Background: an optimization exercise with open tools, aiming at small area and a short achievable clock period. Do not read the settings as production practice.
Only simulation tests tie the RTL to the original design; equivalence was not proved.

branch yarrow:
==> flow/design.v (excerpt) <==
module ex_unit #(
    parameter WORD_SIZE = 32,
    NUM_REGS = 32,
    REG_SEL = $clog2(NUM_REGS),
    NUM_WORDS = 1024,
    ADDR_SIZE = $clog2(NUM_WORDS)
    )(
    input clk,
    input rst,
    input flush_idex,
    input stall_idex,
    input flush_exmem,
    input stall_exmem,
    input [ADDR_SIZE - 1 : 0] pc,
    input [WORD_SIZE - 1 : 0] immd,
    input [WORD_SIZE - 1 : 0] data1,
    input [WORD_SIZE - 1 : 0] data2,
    input [3:0] alu_op,
    input [REG_SEL - 1 : 0] rd,
    input [REG_SEL - 1 : 0] rs1,
    input [REG_SEL - 1 : 0] rs2,
    input mem_read,
    input mem_write,
    input mem_to_reg,
    input reg_write,
    input alu_src,
    input branch,
    input jump,
    input [1:0] data_size,
    input data_sign,
    input [WORD_SIZE - 1 : 0] wb_data,
    input [REG_SEL - 1 : 0] wb_rd,
    input wb_reg_write,
    output reg [ADDR_SIZE - 1 : 0] pc_mem,
    output reg [ADDR_SIZE - 1 : 0] branch_target_mem,
    output reg [WORD_SIZE - 1 : 0] alu_result_mem,
    output reg [REG_SEL - 1 : 0] rd_mem,
    output reg mem_read_mem,
    output reg mem_write_mem,
    output reg mem_to_reg_mem,
    output reg reg_write_mem,
    output reg alu_zero_mem,
    output reg branch_mem,
    output reg jump_mem,
    output reg [WORD_SIZE - 1 : 0] write_data_mem,
    output reg [1:0] data_size_mem,
    output reg data_sign_mem
    );
    reg bubble_ex;
    always @(posedge clk or posedge rst) begin
        if (rst)              bubble_ex <= 1'b1;
        else if (flush_idex)  bubble_ex <= 1'b1;
        else if (!stall_idex) bubble_ex <= 1'b0;
    end
    reg [ADDR_SIZE - 1 : 0] pc_ex;
    reg [WORD_SIZE - 1 : 0] immd_ex, data1_ex, data2_ex;
    reg [3:0] alu_op_ex;
    reg [REG_SEL - 1 : 0] rd_ex, rs1_ex, rs2_ex;
    reg mem_read_ex, mem_write_ex, mem_to_reg_ex, reg_write_ex;
    reg alu_src_ex, branch_ex, jump_ex;
    reg [1:0] data_size_ex;
    reg data_sign_ex;
    always @(posedge clk) begin
        if (!stall_idex) begin
            pc_ex <= pc;
            immd_ex <= immd;
            data1_ex <= data1;
            data2_ex <= data2;
            alu_op_ex <= alu_op;
            rd_ex <= rd;
            rs1_ex <= rs1;
            rs2_ex <= rs2;
            mem_read_ex <= mem_read;
            mem_write_ex <= mem_write;
  ...
Size in the first run: roughly 2200 cells after synthesis, roughly 240 flip-flops, ~280 I/O pins.
==> flow/config.mk <==
export PLATFORM = sky130hd
export DESIGN_NAME = ex_unit
export DESIGN_NICKNAME = ex_unit
export VERILOG_FILES = /design/flow/design.v
export SDC_FILE = /design/flow/constraint.sdc
export NUM_CORES = 4
export LEC_CHECK = 0
export ABC_AREA = 1
export CAP_MARGIN = 20
export CORE_MARGIN = 2
export CORE_UTILIZATION = 40
export CTS_CLUSTER_DIAMETER = 120
export CTS_CLUSTER_SIZE = 20
export SETUP_SLACK_MARGIN = 3.0
export SLEW_MARGIN = 20
export TNS_END_PERCENT = 0
==> flow/constraint.sdc <==
create_clock -name core_clock -period 7.5 [get_ports {clk}]
set_input_delay 1.5000 -clock core_clock [delete_from_list [all_inputs] [get_ports {clk}]]
set_output_delay 1.5000 -clock core_clock [all_outputs]
set_load 0.01 [all_outputs]
standard.sh (not shown) runs the stock make flow with config.mk's settings and CLKGATE_MAP_FILE= SYNTH_SCRIPT=/design/flow/synth_recipe.tcl, a recipe that flattens the netlist after the stock synthesis.
==> flow/flow/run.sh <==
#!/bin/bash
# Standard layout, with plain buf_1 cells (not delay buffers) as the port buffers.
set -euo pipefail
export BUFFER_PORTS_ARGS="-buffer_cell sky130_fd_sc_hd__buf_1"
bash standard.sh > standard_flow.log 2>&1
### branch yarrow -> branch umber
-- flow/design.v --
<<< branch yarrow, line 164
    wire zero_sum = &(~(prop ^ zero_carry));
    wire zero_other = ~|res_other;
    wire alu_zero = is_cmp ? cmp : is_addsub ? zero_sum : zero_other;
    wire [ADDR_SIZE - 1 : 0] pc_m4 = pc_ex - 4;
    wire [ADDR_SIZE - 1 : 0] branch_target = (branch_ex | jump_ex) ? pc_m4 + immd_ex[ADDR_SIZE - 1 : 0] : pc_m4;
>>> branch umber, line 164
    wire zero_sum = &(~(prop ^ zero_carry));
    wire zero_other = ~|res_other;
    wire zero_nocmp = is_addsub ? zero_sum : zero_other;
    wire cmp_if_c1 = is_slt & ~prop[WORD_SIZE - 1];
    wire cmp_if_c0 = (is_slt & prop[WORD_SIZE - 1]) | is_sltu;
    wire [ADDR_SIZE - 1 : 0] pc_m4 = pc_ex - 4;
    wire [ADDR_SIZE - 1 : 0] branch_target = (branch_ex | jump_ex) ? pc_m4 + immd_ex[ADDR_SIZE - 1 : 0] : pc_m4;
<<< branch yarrow, line 174
    wire [WORD_SIZE - 1 : 0] res_next_other =
          ({WORD_SIZE{hold}} & alu_result_mem)
        | ({WORD_SIZE{load_live}} & (res_other | {{(WORD_SIZE - 1){1'b0}}, cmp}));
    wire [WORD_SIZE - 1 : 0] res_next_c0 = ({WORD_SIZE{load_sum}} & prop) | res_next_other;
    wire [WORD_SIZE - 1 : 0] res_next_c1 = ({WORD_SIZE{load_sum}} & ~prop) | res_next_other;
    wire [WORD_SIZE - 1 : 0] res_next;
    generate
        for (j = 0; j < WORD_SIZE; j = j + 1) begin : res_sel
            assign res_next[j] = carry[j] ? res_next_c1[j] : res_next_c0[j];
        end
    endgenerate
    wire [ADDR_SIZE - 1 : 0] bubble_target = {{(ADDR_SIZE - 2){1'b1}}, 2'b00};   
    always @(posedge clk or posedge rst) begin
>>> branch umber, line 176
    wire [WORD_SIZE - 1 : 0] res_next_other =
          ({WORD_SIZE{hold}} & alu_result_mem)
        | ({WORD_SIZE{load_live}} & res_other);
    wire [WORD_SIZE - 1 : 0] res_next_c0 = ({WORD_SIZE{load_sum}} & prop) | res_next_other;
    wire [WORD_SIZE - 1 : 0] res_next_c1 = ({WORD_SIZE{load_sum}} & ~prop) | res_next_other;
    wire [WORD_SIZE - 1 : 0] res_next;
    generate
        for (j = 1; j < WORD_SIZE; j = j + 1) begin : res_sel
            assign res_next[j] = carry[j] ? res_next_c1[j] : res_next_c0[j];
        end
    endgenerate
    wire res0_base = carry[0] ? res_next_c1[0] : res_next_c0[0];
    wire res0_if_c1 = res0_base | (load_live & cmp_if_c1);
    wire res0_if_c0 = res0_base | (load_live & cmp_if_c0);
    assign res_next[0] = carry[WORD_SIZE] ? res0_if_c1 : res0_if_c0;
    wire zero_base = (hold & alu_zero_mem) | load_bubble | (load_live & !is_cmp & zero_nocmp);
    wire zero_if_c1 = zero_base | (load_live & cmp_if_c1);
    wire zero_if_c0 = zero_base | (load_live & cmp_if_c0);
    wire zero_next = carry[WORD_SIZE] ? zero_if_c1 : zero_if_c0;
    wire [ADDR_SIZE - 1 : 0] bubble_target = {{(ADDR_SIZE - 2){1'b1}}, 2'b00};   
    always @(posedge clk or posedge rst) begin
<<< branch yarrow, line 208
            write_data_mem <= ({WORD_SIZE{hold}} & write_data_mem) | ({WORD_SIZE{load_live}} & src2);
            rd_mem <= ({REG_SEL{hold}} & rd_mem) | ({REG_SEL{load_live}} & rd_ex);
            alu_zero_mem <= (hold & alu_zero_mem) | (load_live & alu_zero) | load_bubble;
            branch_mem <= (hold & branch_mem) | (load_live & branch_ex);
            jump_mem <= (hold & jump_mem) | (load_live & jump_ex);
>>> branch umber, line 218
            write_data_mem <= ({WORD_SIZE{hold}} & write_data_mem) | ({WORD_SIZE{load_live}} & src2);
            rd_mem <= ({REG_SEL{hold}} & rd_mem) | ({REG_SEL{load_live}} & rd_ex);
            alu_zero_mem <= zero_next;
            branch_mem <= (hold & branch_mem) | (load_live & branch_ex);
            jump_mem <= (hold & jump_mem) | (load_live & jump_ex);
Results
- Looking at sequential cell area fraction in the yosys report, branch umber sits below branch yarrow.
- Global routing usage summed across all routing layers (branch umber over branch yarrow): decrease, 0.40 points
- In branch umber the netlist area before placement turned out 110 um^2 higher than in branch yarrow.
- Compared branch umber against branch yarrow; wire length reported by the detailed router within noise.
- Comparing branch yarrow and branch umber, the higher number of non-clock inverters in the layout is on branch yarrow.
- Cell count along the critical path: lower on branch umber
- Relative to branch yarrow, the cell total after placement measured on branch umber has increased slightly.
- Number of clock buffers in the layout: branch umber lower than branch yarrow

==> what the ideal ports hide <==
Ports are ideal in the flow. The routed layouts listed here were re-timed in OpenROAD.
Step 1 sets driving cells, clkbuf_16 on the clock port and buf_2 on the other inputs (assumed; they add their load-dependent delay and slew).
Step 2 adds t to the input delays and takes it off the output delays; t is the mean of the earliest and latest rising clock arrival at the registers after step 1. Input paths then give back, and output paths get back, about the clock's delay inside the block.
Slacks: ideal ports / drivers / drivers and shift; pairs: ideal ports / drivers.
run	t (ns)	setup WS [ns]	worst setup path at the end	clock arrival spread, ns	slew at the worst register clock pin (ns)
branch yarrow	0.567	2.948 / 2.967 / 2.401	input to register	0.025 / 0.025	0.10 / 0.10
branch umber	0.583	2.981 / 2.983 / 2.400	input to register	0.048 / 0.048	0.10 / 0.10
After both steps every run listed still meets setup and hold. For branch umber, which loses most, drivers alone change the setup slack by +0.002 ns; drivers and shift together by -0.581 ns.
